Context: an optimization exercise on an open-source flow, tuned for small area. The choices shown serve that exercise and are no tape-out recipe. Where RTL was checked, it was by simulation tests only, not by an equivalence proof against the original. No functional check of the RTL was part of run 3. No run shown here takes its clock network from TritonCTS; it comes from the design's own scripts or RTL. The flow treats the clock pin as an ideal source. Dropping or thinning the clock tree relies on that and would not hold on a real chip. Power and IR drop assume default switching activity.

File: config.mk
export PLATFORM = sky130hd
export DESIGN_NAME = fir4c_fig11_42
export DESIGN_NICKNAME = fir4c_fig11_42
export VERILOG_FILES = /design/flow/design.v
export SDC_FILE = /design/flow/constraint.sdc
export NUM_CORES = 4
export LEC_CHECK = 0
export CAP_MARGIN = 20
export CORE_MARGIN = 2
export CORE_UTILIZATION = 60
export PLACE_DENSITY = 0.7
export SLEW_MARGIN = 20
export SYNTH_HIERARCHICAL = 1
File: constraint.sdc
create_clock -name core_clock -period 3.2 [get_ports {clk}]
set_input_delay 0.6400 -clock core_clock [delete_from_list [all_inputs] [get_ports {clk}]]
set_output_delay 0.6400 -clock core_clock [all_outputs]
set_load 0.01 [all_outputs]
File: design.v
module fir4c_fig11_42 #(parameter w=16)(
  input                clk,
                       reset,
  input        [w-1:0] a,
  output logic [w+1:0] s);
  logic [w-1:0] ar;          
  logic [w  :0] q1;          
  logic [w  :0] q2n;         
  logic [w  :0] q3;          
  logic         rn;
  assign rn = ~reset;
  wire qa_p0, qa_g0;
  ha qa_h0 (.a(a[0]), .b(ar[0]), .s(qa_p0), .co(qa_g0));
  wire qa_p1, qa_g1;
  ha qa_h1 (.a(a[1]), .b(ar[1]), .s(qa_p1), .co(qa_g1));
  wire qa_p2, qa_g2;
  ha qa_h2 (.a(a[2]), .b(ar[2]), .s(qa_p2), .co(qa_g2));
  wire qa_p3, qa_g3;
  ha qa_h3 (.a(a[3]), .b(ar[3]), .s(qa_p3), .co(qa_g3));
  wire qa_p4, qa_g4;
  ha qa_h4 (.a(a[4]), .b(ar[4]), .s(qa_p4), .co(qa_g4));
  wire qa_p5, qa_g5;
  ha qa_h5 (.a(a[5]), .b(ar[5]), .s(qa_p5), .co(qa_g5));
  wire qa_p6, qa_g6;
  ha qa_h6 (.a(a[6]), .b(ar[6]), .s(qa_p6), .co(qa_g6));
  wire qa_p7, qa_g7;
  ha qa_h7 (.a(a[7]), .b(ar[7]), .s(qa_p7), .co(qa_g7));
  wire qa_p8, qa_g8;
  ha qa_h8 (.a(a[8]), .b(ar[8]), .s(qa_p8), .co(qa_g8));
  wire qa_p9, qa_g9;
  ha qa_h9 (.a(a[9]), .b(ar[9]), .s(qa_p9), .co(qa_g9));
  wire qa_p10, qa_g10;
  ha qa_h10 (.a(a[10]), .b(ar[10]), .s(qa_p10), .co(qa_g10));
  wire qa_p11, qa_g11;
  ha qa_h11 (.a(a[11]), .b(ar[11]), .s(qa_p11), .co(qa_g11));
  wire qa_p12, qa_g12;
  ha qa_h12 (.a(a[12]), .b(ar[12]), .s(qa_p12), .co(qa_g12));
  wire qa_p13, qa_g13;
  ha qa_h13 (.a(a[13]), .b(ar[13]), .s(qa_p13), .co(qa_g13));
  wire qa_p14, qa_g14;
  ha qa_h14 (.a(a[14]), .b(ar[14]), .s(qa_p14), .co(qa_g14));
  wire qa_p15, qa_g15;
  ha qa_h15 (.a(a[15]), .b(ar[15]), .s(qa_p15), .co(qa_g15));
  wire qa_t1 = qa_g1 | (qa_p1 & qa_g0);
  wire qa_t2 = qa_p1 & qa_p0;
  wire qa_t3 = qa_g3 | (qa_p3 & qa_g2);
  wire qa_t4 = qa_p3 & qa_p2;
  wire qa_t5 = qa_g5 | (qa_p5 & qa_g4);
  wire qa_t6 = qa_p5 & qa_p4;
  wire qa_t7 = qa_g7 | (qa_p7 & qa_g6);
  wire qa_t8 = qa_p7 & qa_p6;
  wire qa_t9 = qa_g9 | (qa_p9 & qa_g8);
  wire qa_t10 = qa_p9 & qa_p8;
  wire qa_t11 = qa_g11 | (qa_p11 & qa_g10);
  wire qa_t12 = qa_p11 & qa_p10;
  wire qa_t13 = qa_g13 | (qa_p13 & qa_g12);
  wire qa_t14 = qa_p13 & qa_p12;
  wire qa_t15 = qa_g15 | (qa_p15 & qa_g14);
  wire qa_t16 = qa_p15 & qa_p14;
  wire qa_t17 = qa_t3 | (qa_t4 & qa_t1);
  wire qa_t18 = qa_t4 & qa_t2;
  wire qa_t19 = qa_t7 | (qa_t8 & qa_t5);
  wire qa_t20 = qa_t8 & qa_t6;
  wire qa_t21 = qa_t11 | (qa_t12 & qa_t9);
  wire qa_t22 = qa_t12 & qa_t10;
  wire qa_t23 = qa_t15 | (qa_t16 & qa_t13);
  wire qa_t24 = qa_t16 & qa_t14;
  wire qa_t25 = qa_t19 | (qa_t20 & qa_t17);
  wire qa_t26 = qa_t20 & qa_t18;
  wire qa_t27 = qa_t23 | (qa_t24 & qa_t21);
  wire qa_t28 = qa_t24 & qa_t22;
  wire qa_t29 = qa_t27 | (qa_t28 & qa_t25);
  wire qa_t30 = qa_t28 & qa_t26;
  wire qa_t31 = qa_t21 | (qa_t22 & qa_t25);
  wire qa_t32 = qa_t22 & qa_t26;
  wire qa_t33 = qa_t5 | (qa_t6 & qa_t17);
  wire qa_t34 = qa_t6 & qa_t18;
  wire qa_t35 = qa_t9 | (qa_t10 & qa_t25);
  wire qa_t36 = qa_t10 & qa_t26;
  wire qa_t37 = qa_t13 | (qa_t14 & qa_t31);
  wire qa_t38 = qa_t14 & qa_t32;
  wire qa_t39 = qa_g2 | (qa_p2 & qa_t1);
  wire qa_t40 = qa_p2 & qa_t2;
  wire qa_t41 = qa_g4 | (qa_p4 & qa_t17);
  wire qa_t42 = qa_p4 & qa_t18;
  wire qa_t43 = qa_g6 | (qa_p6 & qa_t33);
  wire qa_t44 = qa_p6 & qa_t34;
  wire qa_t45 = qa_g8 | (qa_p8 & qa_t25);
  wire qa_t46 = qa_p8 & qa_t26;
  wire qa_t47 = qa_g10 | (qa_p10 & qa_t35);
  wire qa_t48 = qa_p10 & qa_t36;
  wire qa_t49 = qa_g12 | (qa_p12 & qa_t31);
  wire qa_t50 = qa_p12 & qa_t32;
  wire qa_t51 = qa_g14 | (qa_p14 & qa_t37);
  wire qa_t52 = qa_p14 & qa_t38;
  logic [w:0] qsum;
  assign qsum[0] = qa_p0;
  assign qsum[1] = qa_p1 ^ qa_g0;
  assign qsum[2] = qa_p2 ^ qa_t1;
  assign qsum[3] = qa_p3 ^ qa_t39;
  assign qsum[4] = qa_p4 ^ qa_t17;
  assign qsum[5] = qa_p5 ^ qa_t41;
  assign qsum[6] = qa_p6 ^ qa_t33;
  assign qsum[7] = qa_p7 ^ qa_t43;
  assign qsum[8] = qa_p8 ^ qa_t25;
  assign qsum[9] = qa_p9 ^ qa_t45;
  assign qsum[10] = qa_p10 ^ qa_t35;
  assign qsum[11] = qa_p11 ^ qa_t47;
  assign qsum[12] = qa_p12 ^ qa_t31;
  assign qsum[13] = qa_p13 ^ qa_t49;
  assign qsum[14] = qa_p14 ^ qa_t37;
  assign qsum[15] = qa_p15 ^ qa_t51;
  assign qsum[16] = qa_t29;
  wire sa_r0, sa_k1;
  ha sa_f0 (.a(q1[0]), .b(q3[0]), .s(sa_r0), .co(sa_k1));
  wire sa_r1, sa_k2;
  fa sa_f1 (.a(q1[1]), .b(q3[1]), .c(sa_k1), .s(sa_r1), .co(sa_k2));
  wire sa_r2, sa_k3;
  fa sa_f2 (.a(q1[2]), .b(q3[2]), .c(sa_k2), .s(sa_r2), .co(sa_k3));
  wire sa_p3, sa_g3;
  ha sa_h3 (.a(q1[3]), .b(q3[3]), .s(sa_p3), .co(sa_g3));
  wire sa_p4, sa_g4;
  ha sa_h4 (.a(q1[4]), .b(q3[4]), .s(sa_p4), .co(sa_g4));
  wire sa_p5, sa_g5;
  ha sa_h5 (.a(q1[5]), .b(q3[5]), .s(sa_p5), .co(sa_g5));
  wire sa_p6, sa_g6;
  ha sa_h6 (.a(q1[6]), .b(q3[6]), .s(sa_p6), .co(sa_g6));
  wire sa_p7, sa_g7;
  ha sa_h7 (.a(q1[7]), .b(q3[7]), .s(sa_p7), .co(sa_g7));
  wire sa_p8, sa_g8;
  ha sa_h8 (.a(q1[8]), .b(q3[8]), .s(sa_p8), .co(sa_g8));
  wire sa_p9, sa_g9;
  ha sa_h9 (.a(q1[9]), .b(q3[9]), .s(sa_p9), .co(sa_g9));
  wire sa_p10, sa_g10;
  ha sa_h10 (.a(q1[10]), .b(q3[10]), .s(sa_p10), .co(sa_g10));
  wire sa_p11, sa_g11;
  ha sa_h11 (.a(q1[11]), .b(q3[11]), .s(sa_p11), .co(sa_g11));
  wire sa_p12, sa_g12;
  ha sa_h12 (.a(q1[12]), .b(q3[12]), .s(sa_p12), .co(sa_g12));
  wire sa_p13, sa_g13;
  ha sa_h13 (.a(q1[13]), .b(q3[13]), .s(sa_p13), .co(sa_g13));
  wire sa_p14, sa_g14;
  ha sa_h14 (.a(q1[14]), .b(q3[14]), .s(sa_p14), .co(sa_g14));
  wire sa_p15, sa_g15;
  ha sa_h15 (.a(q1[15]), .b(q3[15]), .s(sa_p15), .co(sa_g15));
  wire sa_p16, sa_g16;
  ha sa_h16 (.a(q1[16]), .b(q3[16]), .s(sa_p16), .co(sa_g16));
  wire sa_t53 = sa_g3 | (sa_p3 & sa_k3);
  wire sa_t54 = sa_g4 | (sa_p4 & sa_t53);
  wire sa_t55 = sa_p4 & sa_p3;
  wire sa_t56 = sa_g6 | (sa_p6 & sa_g5);
  wire sa_t57 = sa_p6 & sa_p5;
  wire sa_t58 = sa_g8 | (sa_p8 & sa_g7);
  wire sa_t59 = sa_p8 & sa_p7;
  wire sa_t60 = sa_g10 | (sa_p10 & sa_g9);
  wire sa_t61 = sa_p10 & sa_p9;
  wire sa_t62 = sa_g12 | (sa_p12 & sa_g11);
  wire sa_t63 = sa_p12 & sa_p11;
  wire sa_t64 = sa_g14 | (sa_p14 & sa_g13);
  wire sa_t65 = sa_p14 & sa_p13;
  wire sa_t66 = sa_g16 | (sa_p16 & sa_g15);
  wire sa_t67 = sa_p16 & sa_p15;
  wire sa_t68 = sa_t56 | (sa_t57 & sa_t54);
  wire sa_t69 = sa_t57 & sa_t55;
  wire sa_t70 = sa_t60 | (sa_t61 & sa_t58);
  wire sa_t71 = sa_t61 & sa_t59;
  wire sa_t72 = sa_t64 | (sa_t65 & sa_t62);
  wire sa_t73 = sa_t65 & sa_t63;
  wire sa_t74 = sa_t70 | (sa_t71 & sa_t68);
  wire sa_t75 = sa_t71 & sa_t69;
  wire sa_t76 = sa_t72 | (sa_t73 & sa_t74);
  wire sa_t77 = sa_t73 & sa_t75;
  wire sa_t78 = sa_t58 | (sa_t59 & sa_t68);
  wire sa_t79 = sa_t59 & sa_t69;
  wire sa_t80 = sa_t62 | (sa_t63 & sa_t74);
  wire sa_t81 = sa_t63 & sa_t75;
  wire sa_t82 = sa_t66 | (sa_t67 & sa_t76);
  wire sa_t83 = sa_t67 & sa_t77;
  wire sa_t84 = sa_g5 | (sa_p5 & sa_t54);
  wire sa_t85 = sa_p5 & sa_t55;
  wire sa_t86 = sa_g7 | (sa_p7 & sa_t68);
  wire sa_t87 = sa_p7 & sa_t69;
  wire sa_t88 = sa_g9 | (sa_p9 & sa_t78);
  wire sa_t89 = sa_p9 & sa_t79;
  wire sa_t90 = sa_g11 | (sa_p11 & sa_t74);
  wire sa_t91 = sa_p11 & sa_t75;
  wire sa_t92 = sa_g13 | (sa_p13 & sa_t80);
  wire sa_t93 = sa_p13 & sa_t81;
  wire sa_t94 = sa_g15 | (sa_p15 & sa_t76);
  wire sa_t95 = sa_p15 & sa_t77;
  logic [w+1:0] ssum;
  assign ssum[0] = sa_r0;
  assign ssum[1] = sa_r1;
  assign ssum[2] = sa_r2;
  assign ssum[3] = sa_p3 ^ sa_k3;
  assign ssum[4] = sa_p4 ^ sa_t53;
  assign ssum[5] = sa_p5 ^ sa_t54;
  assign ssum[6] = sa_p6 ^ sa_t84;
  assign ssum[7] = sa_p7 ^ sa_t68;
  assign ssum[8] = sa_p8 ^ sa_t86;
  assign ssum[9] = sa_p9 ^ sa_t78;
  assign ssum[10] = sa_p10 ^ sa_t88;
  assign ssum[11] = sa_p11 ^ sa_t74;
  assign ssum[12] = sa_p12 ^ sa_t90;
  assign ssum[13] = sa_p13 ^ sa_t80;
  assign ssum[14] = sa_p14 ^ sa_t92;
  assign ssum[15] = sa_p15 ^ sa_t76;
  assign ssum[16] = sa_p16 ^ sa_t94;
  assign ssum[17] = sa_t82;
  logic [w:0] q2n_d, q3_d;
  for (genvar i = 0; i <= w; i++) begin : dl
    rnand g2 (.a(q1[i]),  .rn(rn),   .y(q2n_d[i]));    
    rnor  g3 (.a(q2n[i]), .r(reset), .y(q3_d[i]));     
  end
  always_ff @(posedge clk) begin
    ar  <= a & {w{rn}};
    q1  <= qsum & {(w+1){rn}};
    q2n <= q2n_d;
    q3  <= q3_d;
    s   <= ssum & {(w+2){rn}};
  end
endmodule
module fa (input a, b, c, output s, co);
  assign {co, s} = a + b + c;
endmodule
module ha (input a, b, output s, co);
  assign {co, s} = a + b;
endmodule
module rnand (input a, rn, output y);
  assign y = ~(a & rn);
endmodule
module rnor (input a, r, output y);
  assign y = ~(a | r);
endmodule
File: flow/run.sh
#!/bin/bash
# Standard ORFS layout with buf_1 port buffers and a hand-built clock tree
# (flow/cts_hook.tcl) in place of TritonCTS.
set -euo pipefail
here=$(pwd)
export BUFFER_PORTS_ARGS="-buffer_cell sky130_fd_sc_hd__buf_1"
export PRE_CTS_TCL=$here/flow/cts_hook.tcl
export CLK_ROOT_BUF=sky130_fd_sc_hd__clkbuf_4
export CLK_LEAF_BUF=sky130_fd_sc_hd__clkbuf_8
export CLK_NLEAF=4
export CLK_SKEW_CHAIN="sky130_fd_sc_hd__clkdlybuf4s50_1"
export CLK_S_LEAF_BUF=sky130_fd_sc_hd__clkbuf_8
export CLK_S_NLEAF=2
bash standard.sh > flow_make.log 2>&1
File: flow/cts_hook.tcl
# Sourced before CTS. Replaces TritonCTS with a small hand-built clock tree.
# A root buffer on the clock port drives CLK_NLEAF leaf buffers, one per
# cluster of delay-line registers (clustered by place), and a chain of
# CLK_SKEW_CHAIN buffers that ends in one leaf buffer for the output-sum
# registers s[*]. The chain's delay gives the adder between the delay line
# and s more time; the s -> output paths have slack to spare.
rename clock_tree_synthesis my_tritoncts

proc my_center {iterms} {
  set sx 0.0; set sy 0.0
  foreach it $iterms {
    set b [[$it getInst] getBBox]
    set sx [expr {$sx + ([$b xMin] + [$b xMax]) / 2.0}]
    set sy [expr {$sy + ([$b yMin] + [$b yMax]) / 2.0}]
  }
  set n [llength $iterms]
  return [list [expr {$sx / $n}] [expr {$sy / $n}]]
}

proc my_xy {it} {
  set b [[$it getInst] getBBox]
  return [list [expr {([$b xMin] + [$b xMax]) / 2.0}] [expr {([$b yMin] + [$b yMax]) / 2.0}]]
}

# k-means on sink positions; returns a list of k lists of iterms
proc my_cluster {iterms k} {
  set pts {}
  foreach it $iterms { lappend pts [my_xy $it] }
  set n [llength $iterms]
  set sorted [lsort -real -index 0 [lmap p $pts i [lsearch -all $pts *] {list [lindex $p 0] $i}]]
  set cent {}
  for {set c 0} {$c < $k} {incr c} {
    set i [lindex $sorted [expr {int(($c + 0.5) * $n / $k)}] 1]
    lappend cent [lindex $pts $i]
  }
  set cap [expr {($n + $k - 1) / $k}]
  for {set iter 0} {$iter < 30} {incr iter} {
    # balanced assignment: nearest free cluster first, at most cap sinks each
    set pairs {}
    set i 0
    foreach p $pts {
      for {set c 0} {$c < $k} {incr c} {
        lappend pairs [list [expr {abs([lindex $p 0] - [lindex $cent $c 0]) + abs([lindex $p 1] - [lindex $cent $c 1])}] $i $c]
      }
      incr i
    }
    set asg [lrepeat $n -1]
    set used [lrepeat $k 0]
    foreach pr [lsort -real -index 0 $pairs] {
      lassign $pr d i c
      if {[lindex $asg $i] >= 0 || [lindex $used $c] >= $cap} continue
      lset asg $i $c
      lset used $c [expr {[lindex $used $c] + 1}]
    }
    set new {}
    for {set c 0} {$c < $k} {incr c} {
      set sx 0.0; set sy 0.0; set m 0
      foreach p $pts a $asg { if {$a == $c} { set sx [expr {$sx + [lindex $p 0]}]; set sy [expr {$sy + [lindex $p 1]}]; incr m } }
      if {$m > 0} { lappend new [list [expr {$sx / $m}] [expr {$sy / $m}]] } else { lappend new [lindex $cent $c] }
    }
    set cent $new
  }
  set groups {}
  for {set c 0} {$c < $k} {incr c} {
    set g {}
    foreach it $iterms a $asg { if {$a == $c} { lappend g $it } }
    if {[llength $g]} { lappend groups $g }
  }
  return $groups
}

proc my_buf {master name in_net loc} {
  set db [ord::get_db]
  set block [ord::get_db_block]
  set inst [odb::dbInst_create $block [$db findMaster $master] $name]
  set out [odb::dbNet_create $block ${name}_net]
  $out setSigType CLOCK
  [$inst findITerm A] connect $in_net
  [$inst findITerm X] connect $out
  $inst setLocation [expr {int([lindex $loc 0])}] [expr {int([lindex $loc 1])}]
  $inst setPlacementStatus PLACED
  return $out
}

proc clock_tree_synthesis {args} {
  set block [ord::get_db_block]
  set clk [$block findNet clk]
  set rs {}
  set ss {}
  foreach it [$clk getITerms] {
    if {[regexp {^s\\?\[} [[$it getInst] getName]]} { lappend ss $it } else { lappend rs $it }
  }
  set groups [my_cluster $rs $::env(CLK_NLEAF)]
  puts "clock tree: [llength $rs] delay-line sinks in [llength $groups] clusters, [llength $ss] skewed sinks"
  set all [concat $rs $ss]
  foreach it $all { $it disconnect }
  set root_net [my_buf $::env(CLK_ROOT_BUF) clkroot $clk [my_center $all]]
  set i 0
  foreach g $groups {
    set n [my_buf $::env(CLK_LEAF_BUF) clkleaf$i $root_net [my_center $g]]
    foreach it $g { $it connect $n }
    incr i
  }
  set n $root_net
  set sc [my_center $ss]
  set j 0
  foreach m $::env(CLK_SKEW_CHAIN) {
    set n [my_buf $m clkskew$j $n $sc]
    incr j
  }
  set i 0
  foreach g [my_cluster $ss $::env(CLK_S_NLEAF)] {
    set m [my_buf $::env(CLK_S_LEAF_BUF) clksleaf$i $n [my_center $g]]
    foreach it $g { $it connect $m }
    incr i
  }
  set_propagated_clock [all_clocks]
}
File: standard.sh
#!/bin/bash
# synth_recipe.tcl (not shown) runs the flow's synth.tcl, then flattens the netlist and writes it again
# the make line also repeats each setting of config.mk as NAME=value (left out here)
make -C /OpenROAD-flow-scripts/flow DESIGN_CONFIG=/design/flow/config.mk WORK_HOME=/design/flow/orfs CLKGATE_MAP_FILE= SYNTH_SCRIPT=/design/flow/synth_recipe.tcl "${@:-finish}"
==> run_results.csv, run 1 <==
group,metric,value,unit
sta,hold_viol,0,
logic_synthesis,synthMuxAreaShare,0,%
floorplan,die_y,77.7,um
sta,fmax,347,MHz
logic_synthesis,synth_compound_area_share,6.61,%
global_routing,gr-total-overflow,0,
critical_path,r2r_cells,15,
logic_synthesis,yosys_most_used_dff,"dfxtp_1",
critical_path,worstPathRequired,3.98,ns
logic_synthesis,syn-cell-area,0.00326,mm^2
outcome,outcome,"timing/DRC/antenna clean",
placed_design,dpl_cell_area,0.00349,mm^2
clock_tree,clk_latency,0.90,ns
logic_synthesis,synthDistinctLibCells,28,
placed_design,io_buffers,35,
logic_synthesis,synth_simple_gate_area_share,17.7,%
min_path,hp-class,"flip-flop to flip-flop",
finish,multi_input_area,0.00154,mm^2
power,p_per_area,544,mW/mm^2
finish,nets,418,
logic_synthesis,syn_inst,307,
logic_synthesis,syn-num-nets,374,
clock_tree,path_clk_slew,0.09,ns
sta,whs,0.0426,ns
global_routing,antenna_found_initial,0,
sta,finalMaxSlewViolations,0,
min_path,hold_start,"q3[0]$_DFF_P_",
logic_synthesis,ys_async_sr_fraction,0,%
logic_synthesis,synth-xor-area-share,3.49,%
sta,finalCritPeriodShare,90.1,%
sta,rsz0062_at_grt,"no",
min_path,hold_path_end,"s[0]$_DFF_P_",
min_path,min_path_cells,2,
critical_path,rr_startpoint,"q1[0]$_DFF_P_",
finish,diodes,0,
finish,fill_cells,416,
floorplan,initial_core_util,63.0,%
critical_path,critPathCaptureType,"flip-flop",
clock_tree,post_cts_resized,0,
power,peakVddDrop,0.468,mV
critical_path,start_kind,"flip-flop",
clock_tree,cts_hold_buf,0,
logic_synthesis,yosysSeqAreaShare,52.2,%
sta,setup_violations,0,
logic_synthesis,synth-seq-cells,85,
detailed_routing,vias,2043,
logic_synthesis,yosys.area.top_type,"dfxtp_1",
sta,fin_worst_skew,0.540,ns
finish,final_cells,419,
detailed_routing,drtPass1Iterations,4,
critical_path,path_max_fanout,3,
placed_design,dp_hpwl,3.47,mm
job,maxCapViolCount,0,
detailed_routing,viasPerCell,4.88,
floorplan,core,0.00517,mm^2
critical_path,critPathKind,"flip-flop to flip-flop",
sta,worst_pin_slew,0.369,ns
finish,stdcell_area,0.00359,mm^2
sta,min_period,2.88,ns
logic_synthesis,synthTopCellsByArea,"dfxtp_1, ha_1, nor2b_1, nor2_1, xor2_1",
detailed_routing,ant_nets,0,
logic_synthesis,synth_top_area_share,52.2,%
finish,area_delta_synth_final,10.3,%
critical_path,rrSetupSlack,0.32,ns
detailed_routing,dr.first_iter.drc_count,43,
critical_path,worstSetupStartpoint,"q1[0]$_DFF_P_",
logic_synthesis,synth-edff-count,0,
global_routing,grt_pass1_wl,8.42,mm
floorplan,dieArea,0.00604,mm^2
detailed_routing,drcViolationCount,0,
power,p_leak,1.67,nW
logic_synthesis,synth_warnings,7,
global_routing,grt_max_degree,36,
detailed_routing,totalWireLength,4.84,mm
logic_synthesis,yosysMostFrequentCell,"dfxtp_1",
placed_design,gp_congestion,0.863,
global_routing,grt_usage,16.6,%
logic_synthesis,synth_common_cells,"dfxtp_1, nor2_1, ha_1",
critical_path,reg2reg_to,"s[16]$_DFF_P_",
placed_design,place_inst,411,
clock_tree,post-cts-setup-buffers,0,
finish,final_layout_size_suffix_gt1_share,4.87,%
power,finalPower,1.95,mW
finish,regArea,0.00170,mm^2
floorplan,pin_count,36,
global_routing,first_global_vias,1930,
sta,slew_headroom,75.2,%
floorplan,num_rows,26,
logic_synthesis,synth_top_family_by_area,"adder cells",
detailed_routing,wire_per_inst,11.5,um
logic_synthesis,postSynthAreaPerCell,10.6,um^2
floorplan,chipWidth,77.7,um
logic_synthesis,synthAdderAreaFrac,19.3,%
critical_path,crit_arrival,3.67,ns
placed cells by master (no fill, tap or decap):
cell             instances
a311oi_1                 1
or2_2                    4
dfxtp_1                 85
a21oi_1                 10
buf_1                   34
clkbuf_2                 1
clkbuf_4                 1
clkbuf_8                 6
o22ai_1                  1
o31a_1                   1
o31ai_1                  1
nand2_1                 25
nor2_1                  49
inv_1                    1
a31o_1                   2
o211ai_1                 2
o21ai_0                  4
nor2b_1                 37
a211o_1                  1
fa_2                     1
xor2_1                  13
buf_4                    4
and3_1                   2
a21o_1                   3
nand3_1                  2
ha_1                    47
o32ai_1                  2
fa_1                     1
nor3b_1                  1
clkdlybuf4s50_1          1
a2111o_1                 1
and2_1                   2
a31oi_1                  1
o21a_1                   2
layer usage:
metal / vias to the layer above / GRT usage (%) / part of all wire (%)
met5: - / 0 / 0
met3: 9 / 1.86 / 3.0
li1: 1106 / - / -
met2: 35 / 27.4 / 43
met4: 0 / 3.93 / 2.0
met1: 893 / 23.5 / 52
per-module statistics from Yosys, one instance, submodules excluded:
module	cells inside	cell area [um^2]	copies in the design	flip-flops and latches
fa	1	20.0	2	0
fir4c_fig11_42	240	2700	1	85
ha	1	12.5	31	0
rnand	1	3.75	17	0
rnor	1	3.75	17	0
worst max-delay path, cell delays in order, from the launching register on:
cell and delay, ns:
dfxtp_1 0.32, ha_1 0.21, fa_2 0.34, fa_1 0.37
ha_1 0.19, or2_2 0.29, ha_1 0.19, o211ai_1 0.17
nand2_1 0.11, a31oi_1 0.26, nor3b_1 0.29, nor2_1 0.08
ha_1 0.18, nor2_1 0.12, xor2_1 0.16, nor2_1 0.05
per-stage QoR:
| stage | setup WS [ns] | utilization (%) | TNS (ns) |
|---|---|---|---|
| floorplan | 0.00226 | - | 0 |
| global placement | -0.187 | 67.5 | -0.547 |
| detailed placement | -0.235 | 67.5 | -0.768 |
| CTS | 0.301 | 69.4 | 0 |
| global route | 0.111 | 69.4 | 0 |
| finish | 0.316 | 69.4 | 0 |
cell families (layout without fill, tap and decap cells):
| kind of cell | after synthesis | count (layout) |
|---|---|---|
| buffers and inverters | 6 | 48 |
| flip-flops | 85 | 85 |
| AO/OA/AOI/OAI | 32 | 32 |
| AND/OR/NAND/NOR | 122 | 122 |
| adder cells (fa/ha/maj) | 49 | 49 |
| XOR/XNOR | 13 | 13 |
how the worst max path moves through the flow:
stage / to / slack (ns) / cells after the start
final: s[16]$_DFF_P_ / 0.32 / 15
after global routing: s[16]$_DFF_P_ / 0.11 / 15
after CTS: s[16]$_DFF_P_ / 0.30 / 15
after detailed placement: s[16]$_DFF_P_ / -0.24 / 15
after global placement: s[16]$_DFF_P_ / -0.19 / 15
after floorplan: s[14]$_DFF_P_ / 0.002 / 15
report_power, final:
group          total [mW]  leakage [nW]  switching [mW]  internal, mW
combinational       0.261         0.912           0.141         0.119
clock               0.518        0.0517           0.313         0.205
sequential           1.17         0.701          0.0329          1.14
sequential cells by signal, summed over array words and instances (netlist names):
register  flops
q3           17
s            18
q2n          17
ar           16
q1           17
area by class of cell:
cell class                      instances  area share (%)
Inverter                                1           0.104
Tap cell                               70            2.44
Multi-Input combinational cell        216            42.8
Timing Repair Buffer                   39            4.53
Sequential cell                        85            47.4
Buffer                                  8            2.79
==> run 2: changes to the inputs <==
--- a/flow/run.sh
+++ b/flow/run.sh
@@ -7,6 +7,6 @@
 export PRE_CTS_TCL=$here/flow/cts_hook.tcl
 export CLK_ROOT_BUF=sky130_fd_sc_hd__clkbuf_4
-export CLK_LEAF_BUF=sky130_fd_sc_hd__clkbuf_8
-export CLK_NLEAF=4
+export CLK_LEAF_BUF=sky130_fd_sc_hd__clkbuf_16
+export CLK_NLEAF=2
 export CLK_SKEW_CHAIN="sky130_fd_sc_hd__clkdlybuf4s50_1"
 export CLK_S_LEAF_BUF=sky130_fd_sc_hd__clkbuf_8
==> run_results.csv, run 2 <==
group,metric,value,unit
outcome,outcome,"timing/DRC/antenna clean",
critical_path,start_kind,"flip-flop",
floorplan,core,0.00517,mm^2
job,maxCapViolCount,0,
critical_path,crit_arrival,3.67,ns
logic_synthesis,synth-edff-count,0,
sta,tns,0,ns
floorplan,pin_count,36,
sta,setup_violations,0,
clock_tree,post_cts_resized,0,
critical_path,critPathKind,"flip-flop to flip-flop",
logic_synthesis,synthDistinctLibCells,28,
logic_synthesis,ys_async_sr_fraction,0,%
logic_synthesis,syn-cell-area,0.00326,mm^2
sta,fin_worst_skew,0.523,ns
global_routing,grt_max_degree,36,
sta,finalMaxSlewViolations,0,
clock_tree,cts_hold_buf,0,
logic_synthesis,yosys.area.top_type,"dfxtp_1",
floorplan,dieArea,0.00604,mm^2
finish,layout_commonest_cell,"dfxtp_1",
detailed_routing,vias,2039,
clock_tree,post-cts-setup-buffers,0,
finish,area_delta_synth_final,10.1,%
sta,fmax,344,MHz
detailed_routing,totalWireLength,4.79,mm
finish,diodes,0,
logic_synthesis,yosysSeqAreaShare,52.2,%
global_routing,antenna_found_initial,0,
sta,finalCritPeriodShare,90.9,%
critical_path,worstPathRequired,3.97,ns
sta,min_period,2.91,ns
detailed_routing,drtPass1Iterations,4,
sta,worst_pin_slew,0.366,ns
power,finalPower,1.95,mW
logic_synthesis,synth-seq-cells,85,
logic_synthesis,syn-num-nets,374,
power,p_leak,1.66,nW
finish,nets,416,
min_path,min_path_cells,2,
placed_design,dpl_cell_area,0.00349,mm^2
logic_synthesis,synth_common_cells,"dfxtp_1, nor2_1, ha_1",
min_path,hp-class,"flip-flop to flip-flop",
clock_tree,clk_latency,0.88,ns
critical_path,path_max_fanout,3,
floorplan,num_rows,26,
global_routing,first_global_vias,1888,
detailed_routing,viasPerCell,4.89,
floorplan,die_y,77.7,um
logic_synthesis,syn_inst,307,
sta,hold_viol,0,
finish,stdcell_area,0.00359,mm^2
sta,whs,0.0724,ns
placed_design,place_inst,411,
logic_synthesis,synthTopCellsByArea,"dfxtp_1, ha_1, nor2b_1, nor2_1, xor2_1",
logic_synthesis,postSynthAreaPerCell,10.6,um^2
sta,rsz0062_at_grt,"no",
global_routing,gr-total-overflow,0,
finish,largest-register,"s",
critical_path,critPathCaptureType,"flip-flop",
detailed_routing,drcViolationCount,0,
global_routing,grt_usage,16.3,%
finish,largest_reg_flops,18,
global_routing,grt_pass1_wl,8.22,mm
finish,final_cells,417,
finish,layout_common_cells,"dfxtp_1, nor2_1, ha_1, nor2b_1, buf_1",
floorplan,chipWidth,77.7,um
detailed_routing,wire_per_inst,11.5,um
detailed_routing,ant_nets,0,
logic_synthesis,yosysMostFrequentCell,"dfxtp_1",
detailed_routing,dr.first_iter.drc_count,69,
power,p_per_area,543,mW/mm^2
finish,final_layout_size_suffix_gt1_share,4.32,%
clock_tree,path_clk_slew,0.12,ns
power,peakVddDrop,0.451,mV
logic_synthesis,synth_warnings,7,
critical_path,r2r_cells,15,
placed_design,gp_congestion,0.863,
logic_synthesis,synth_top_area_share,52.2,%
sta,slew_headroom,75.4,%
placed_design,io_buffers,35,
placed_design,dp_hpwl,3.47,mm
logic_synthesis,yosys_most_used_dff,"dfxtp_1",
floorplan,initial_core_util,63.0,%
==> run 2: cell types whose count changed in the layout (fill, tap and decap cells not counted), sizes merged <==
| cell | before | now |
|---|---|---|
| clkbuf | 8 | 6 |
==> run 2: power breakdown <==
group,internal (mW),total [mW],switching [mW]
clock network,0.207,0.511,0.304
logic,0.120,0.261,0.142
registers,1.14,1.17,0.0329
==> run 2: layout make-up <==
class | instances | area [um^2]
Buffer | 6 | 95.1
Fill cell | 419 | 1590
Inverter | 1 | 3.75
Multi-Input combinational cell | 216 | 1540
Sequential cell | 85 | 1700
Tap cell | 70 | 87.6
Timing Repair Buffer | 39 | 163
==> run 2: final timing paths <==
check	to	slack (ns)	startpoint
worst max register to register	s[16]$_DFF_P_	0.29	q1[0]$_DFF_P_
worst min register to register	s[0]$_DFF_P_	0.07	q3[0]$_DFF_P_
worst min-delay path	s[0]$_DFF_P_	0.07	q3[0]$_DFF_P_
worst max-delay path	s[16]$_DFF_P_	0.29	q1[0]$_DFF_P_
==> run 2: cells by family (layout without fill, tap and decap cells) <==
group,Yosys count,count (layout),share of synthesized area (%)
fa+ha+maj,49,49,19.3
flops,85,85,52.2
compound gates,32,32,6.61
xor+xnor,13,13,3.49
buf+inv,6,46,0.691
simple gates,122,122,17.7
==> run 2: Yosys stat by module, one instance, submodules excluded <==
module	flops+latches	cell area [um^2]	cells	times used
rnor	0	3.75	1	17
fa	0	20.0	1	2
fir4c_fig11_42	85	2700	240	1
ha	0	12.5	1	31
rnand	0	3.75	1	17
==> run 2: critical path, cell delays in order (launching register included) <==
cell,delay [ns]
dfxtp_1,0.33
ha_1,0.21
fa_2,0.34
fa_1,0.37
ha_1,0.19
or2_2,0.29
ha_1,0.19
o211ai_1,0.17
nand2_1,0.11
a31oi_1,0.25
nor3b_1,0.29
nor2_1,0.08
ha_1,0.18
nor2_1,0.12
xor2_1,0.16
nor2_1,0.05
==> run 2: routing by layer <==
metal / GRT usage (%) / wire length [um]
met5: 0 / 0
met4: 2.68 / 66
met2: 27.7 / 2070
met3: 1.63 / 144
met1: 23.0 / 2510
==> run 2: stage by stage <==
step / utilization [%] / setup slack, ns
6_report: 69.4 / 0.292
5_1_grt: 69.4 / 0.0844
4_1_cts: 69.4 / 0.274
3_5_place_dp: 67.5 / -0.235
3_3_place_gp: 67.5 / -0.187
2_1_floorplan: - / 0.00226
==> run 3: changes to the inputs <==
--- a/design.v
+++ b/design.v
@@ -208,15 +208,19 @@
   assign ssum[16] = sa_p16 ^ sa_t94;
   assign ssum[17] = sa_t82;
+  logic       rd, rr, rrn;
+  assign rr  = reset | rd;
+  assign rrn = ~rr;
   logic [w:0] q2n_d, q3_d;
   for (genvar i = 0; i <= w; i++) begin : dl
-    rnand g2 (.a(q1[i]),  .rn(rn),   .y(q2n_d[i]));    
+    rnand g2 (.a(q1[i]),  .rn(rrn),  .y(q2n_d[i]));    
     rnor  g3 (.a(q2n[i]), .r(reset), .y(q3_d[i]));     
   end
   always_ff @(posedge clk) begin
+    rd  <= reset;
     ar  <= a & {w{rn}};
-    q1  <= qsum & {(w+1){rn}};
+    q1  <= qsum;
     q2n <= q2n_d;
     q3  <= q3_d;
-    s   <= ssum & {(w+2){rn}};
+    s   <= ssum & {(w+2){rrn}};
   end
 endmodule
==> run_results.csv, run 3 <==
group,metric,value,unit
finish,largest-register,"s",
finish,largest_reg_flops,18,
detailed_routing,ant_nets,0,
critical_path,start_kind,"flip-flop",
finish,multi_input_area,0.00152,mm^2
logic_synthesis,yosysSeqAreaShare,52.7,%
logic_synthesis,ys_async_sr_fraction,0,%
critical_path,critical-path-max-stage-delay,0.38,ns
logic_synthesis,synth-edff-count,0,
global_routing,antenna_found_initial,0,
detailed_routing,totalWireLength,4.41,mm
global_routing,gr-total-overflow,0,
logic_synthesis,yosysMostFrequentCell,"dfxtp_1",
clock_tree,path_clk_slew,0.11,ns
logic_synthesis,synth_warnings,7,
floorplan,chipWidth,77.8,um
clock_tree,post_cts_resized,0,
logic_synthesis,syn_inst,297,
logic_synthesis,synth_top_area_share,52.7,%
finish,diodes,0,
critical_path,critPathKind,"flip-flop to flip-flop",
global_routing,grt_max_degree,35,
global_routing,grt_usage,15.4,%
detailed_routing,drtPass1Iterations,4,
detailed_routing,viasPerCell,4.84,
finish,nets,407,
floorplan,core,0.00517,mm^2
finish,final_util,69.3,%
critical_path,worstPathRequired,3.97,ns
floorplan,initial_core_util,63.2,%
sta,fin_worst_skew,0.536,ns
power,peakVddDrop,0.313,mV
logic_synthesis,yosys.area.top_type,"dfxtp_1",
global_routing,met3_usage,1.40,%
min_path,hp-class,"flip-flop to flip-flop",
sta,finalCritPeriodShare,89.9,%
clock_tree,post-cts-setup-buffers,0,
critical_path,critPathBufInv,0,
global_routing,first_global_vias,1799,
detailed_routing,drcViolationCount,0,
sta,hold_viol,0,
clock_tree,clk_latency,0.90,ns
logic_synthesis,postSynthAreaPerCell,11.0,um^2
power,p_leak,1.60,nW
critical_path,critPathCaptureType,"flip-flop",
critical_path,crit_family,"adder cells",
sta,min_period,2.88,ns
floorplan,pin_count,36,
global_routing,grt_use_met1,23.1,%
detailed_routing,wire_per_inst,10.8,um
logic_synthesis,syn-cell-area,0.00327,mm^2
power,p_per_area,564,mW/mm^2
placed_design,dpl_worst_slack,-0.199,ns
critical_path,cpMostUsedCell,"ha_1",
global_routing,grt_use_met2,24.8,%
global_routing,grt_pass1_wl,7.89,mm
logic_synthesis,synth_common_cells,"dfxtp_1, ha_1, nor2_1",
finish,final_layout_size_suffix_gt1_share,6.80,%
sta,finalWorstSetupSlack,0.323,ns
finish,fill_cells,418,
finish,area_delta_synth_final,9.68,%
placed_design,gp_congestion,0.802,
logic_synthesis,yosys_most_used_dff,"dfxtp_1",
critical_path,path_max_fanout,3,
finish,layout_commonest_cell,"dfxtp_1",
finish,layout_common_cells,"dfxtp_1, ha_1, nor2_1, buf_1, nand2_1",
detailed_routing,vias,1973,
detailed_routing,dr.first_iter.drc_count,43,
outcome,outcome,"timing/DRC/antenna clean",
floorplan,dieArea,0.00606,mm^2
placed_design,io_buffers,35,
sta,rsz0062_at_grt,"no",
logic_synthesis,synthDistinctLibCells,38,
job,maxCapViolCount,0,
floorplan,num_rows,26,
floorplan,die_y,77.8,um
critical_path,crit_arrival,3.65,ns
sta,finalMaxSlewViolations,0,
logic_synthesis,synth-seq-cells,86,
clock_tree,cts_hold_buf,0,
critical_path,path_cells,"ha_1 -> fa_1 -> fa_1 -> ha_1 -> or2_2 -> ha_1 -> o21a_1 -> o41ai_2 -> o21bai_2 -> a21oi_2 -> a21oi_1 -> ha_1 -> nor2_1 -> xor2_1 -> nor2_1",
global_routing,top_usage_layer,"met2",
critical_path,slowest_stage,"fa_1",
placed_design,dp_hpwl,3.33,mm
logic_synthesis,syn-num-nets,364,
finish,regArea,0.00172,mm^2
sta,worst_pin_slew,0.359,ns
sta,slew_headroom,76.1,%
sta,setup_violations,0,
logic_synthesis,synthTopCellsByArea,"dfxtp_1, ha_1, nor2_1, nor2b_1, nand2_1",
sta,fmax,348,MHz
run 3: cell types whose count changed after synthesis, sizes merged, moves of 2 or more:
cell,before,now
a21oi,10,13
a31oi,1,3
and2,2,11
buf,0,2
clkbuf,5,1
nand2b,0,2
nand3,2,4
nor2,49,41
nor2b,37,17
o21ai,4,6
o21bai,0,2
o32ai,2,0
xnor2,0,7
xor2,13,6
run 3: worst min-delay path: cells and delay by family (launching register included):
family,cells,cell delay (ns)
adder cells (fa/ha/maj),1,0.12
flip-flops,1,0.33
AND/OR/NAND/NOR,1,0.11
run 3: layout make-up:
class	instances	area share (%)
Sequential cell	86	48.0
Multi-Input combinational cell	205	42.3
Tap cell	70	2.44
Buffer	6	2.65
Inverter	3	0.349
Timing Repair Buffer	38	4.29
run 3: worst paths after layout:
| kind | cells past startpoint | end | from | slack [ns] |
|---|---|---|---|---|
| hold reg to reg | 2 | s[0]$_DFF_P_ | q3[0]$_DFF_P_ | 0.06 |
| hold / removal | 2 | s[0]$_DFF_P_ | q3[0]$_DFF_P_ | 0.06 |
| setup / recovery | 15 | s[16]$_DFF_P_ | q1[0]$_DFF_P_ | 0.32 |
| setup reg to reg | 15 | s[16]$_DFF_P_ | q1[0]$_DFF_P_ | 0.32 |
run 3: per-stage QoR:
step                cell area (um^2)  std cells  TNS [ns]  hold slack [ns]  power (mW)
floorplan                       3270        297         0            0.363        1.46
global route                    3590        408         0           0.0920        2.14
CTS                             3590        408         0           0.0572        2.05
global placement                3490        402    -0.192            0.364        1.54
detailed placement              3490        402    -0.515            0.367        1.54
finish                          3590        408         0           0.0617        2.02
run 3: per-module statistics from Yosys, one instance, submodules excluded:
module | cells | area (um^2)
fa | 1 | 20.0
fir4c_fig11_42 | 230 | 2710
ha | 1 | 12.5
rnand | 1 | 3.75
rnor | 1 | 3.75
run 3: cells by family after synthesis:
| logic type | synth area share (%) |
|---|---|
| adder cells (fa/ha/maj) | 19.2 |
| AO/OA/AOI/OAI | 7.85 |
| XOR/XNOR | 3.48 |
| buffers and inverters | 0.995 |
| AND/OR/NAND/NOR | 15.8 |
| flip-flops | 52.7 |
run 3: power by group:
part | internal [mW] | total (mW) | switching (mW)
combinational | 0.143 | 0.310 | 0.167
sequential | 1.17 | 1.21 | 0.0431
clock | 0.206 | 0.501 | 0.295
run 3: metal layers:
metal  part of all wire (%)  routed length, um  up-vias
met5                      0                  0        -
met1                     54               2360      848
met3                    5.4                238        7
met2                     39               1730       44
met4                    1.7                 77        0
li1                       -                  -     1074

port drivers added, routing unchanged:
The results above use ideal ports. As a check the final layouts listed here were re-extracted and re-timed, cells and wires unchanged.
Step 1 sets driving cells, clkbuf_16 on the clock port and buf_2 on the other inputs (assumed; they add their load-dependent delay and slew).
Step 2, shift: input delay + t, output delay - t, t = (earliest + latest rising clock arrival at the registers) / 2. This alone moves slack from input paths to output paths.
Slacks: ideal / step 1 / step 2; pairs: ideal / step 1.
run	t, ns	setup WS [ns]	hold WS [ns]	worst setup path at the end	latest minus earliest clock arrival (ns)
run 1	0.652	0.316 / 0.316 / 0.001	0.043 / 0.043 / 0.043	input to register	0.540 / 0.540
run 2	0.642	0.292 / 0.292 / 0.007	0.072 / 0.072 / 0.072	input to register	0.523 / 0.524
run 3	0.655	0.323 / 0.323 / 0.323	0.062 / 0.062 / 0.062	register to register	0.535 / 0.535
Clock arrivals are far apart in every run listed, so t is only a midpoint there and step 2 fits no single register. The setup slack of run 1, which loses most, moves by 0.000 ns with the drivers and by -0.315 ns with both steps.
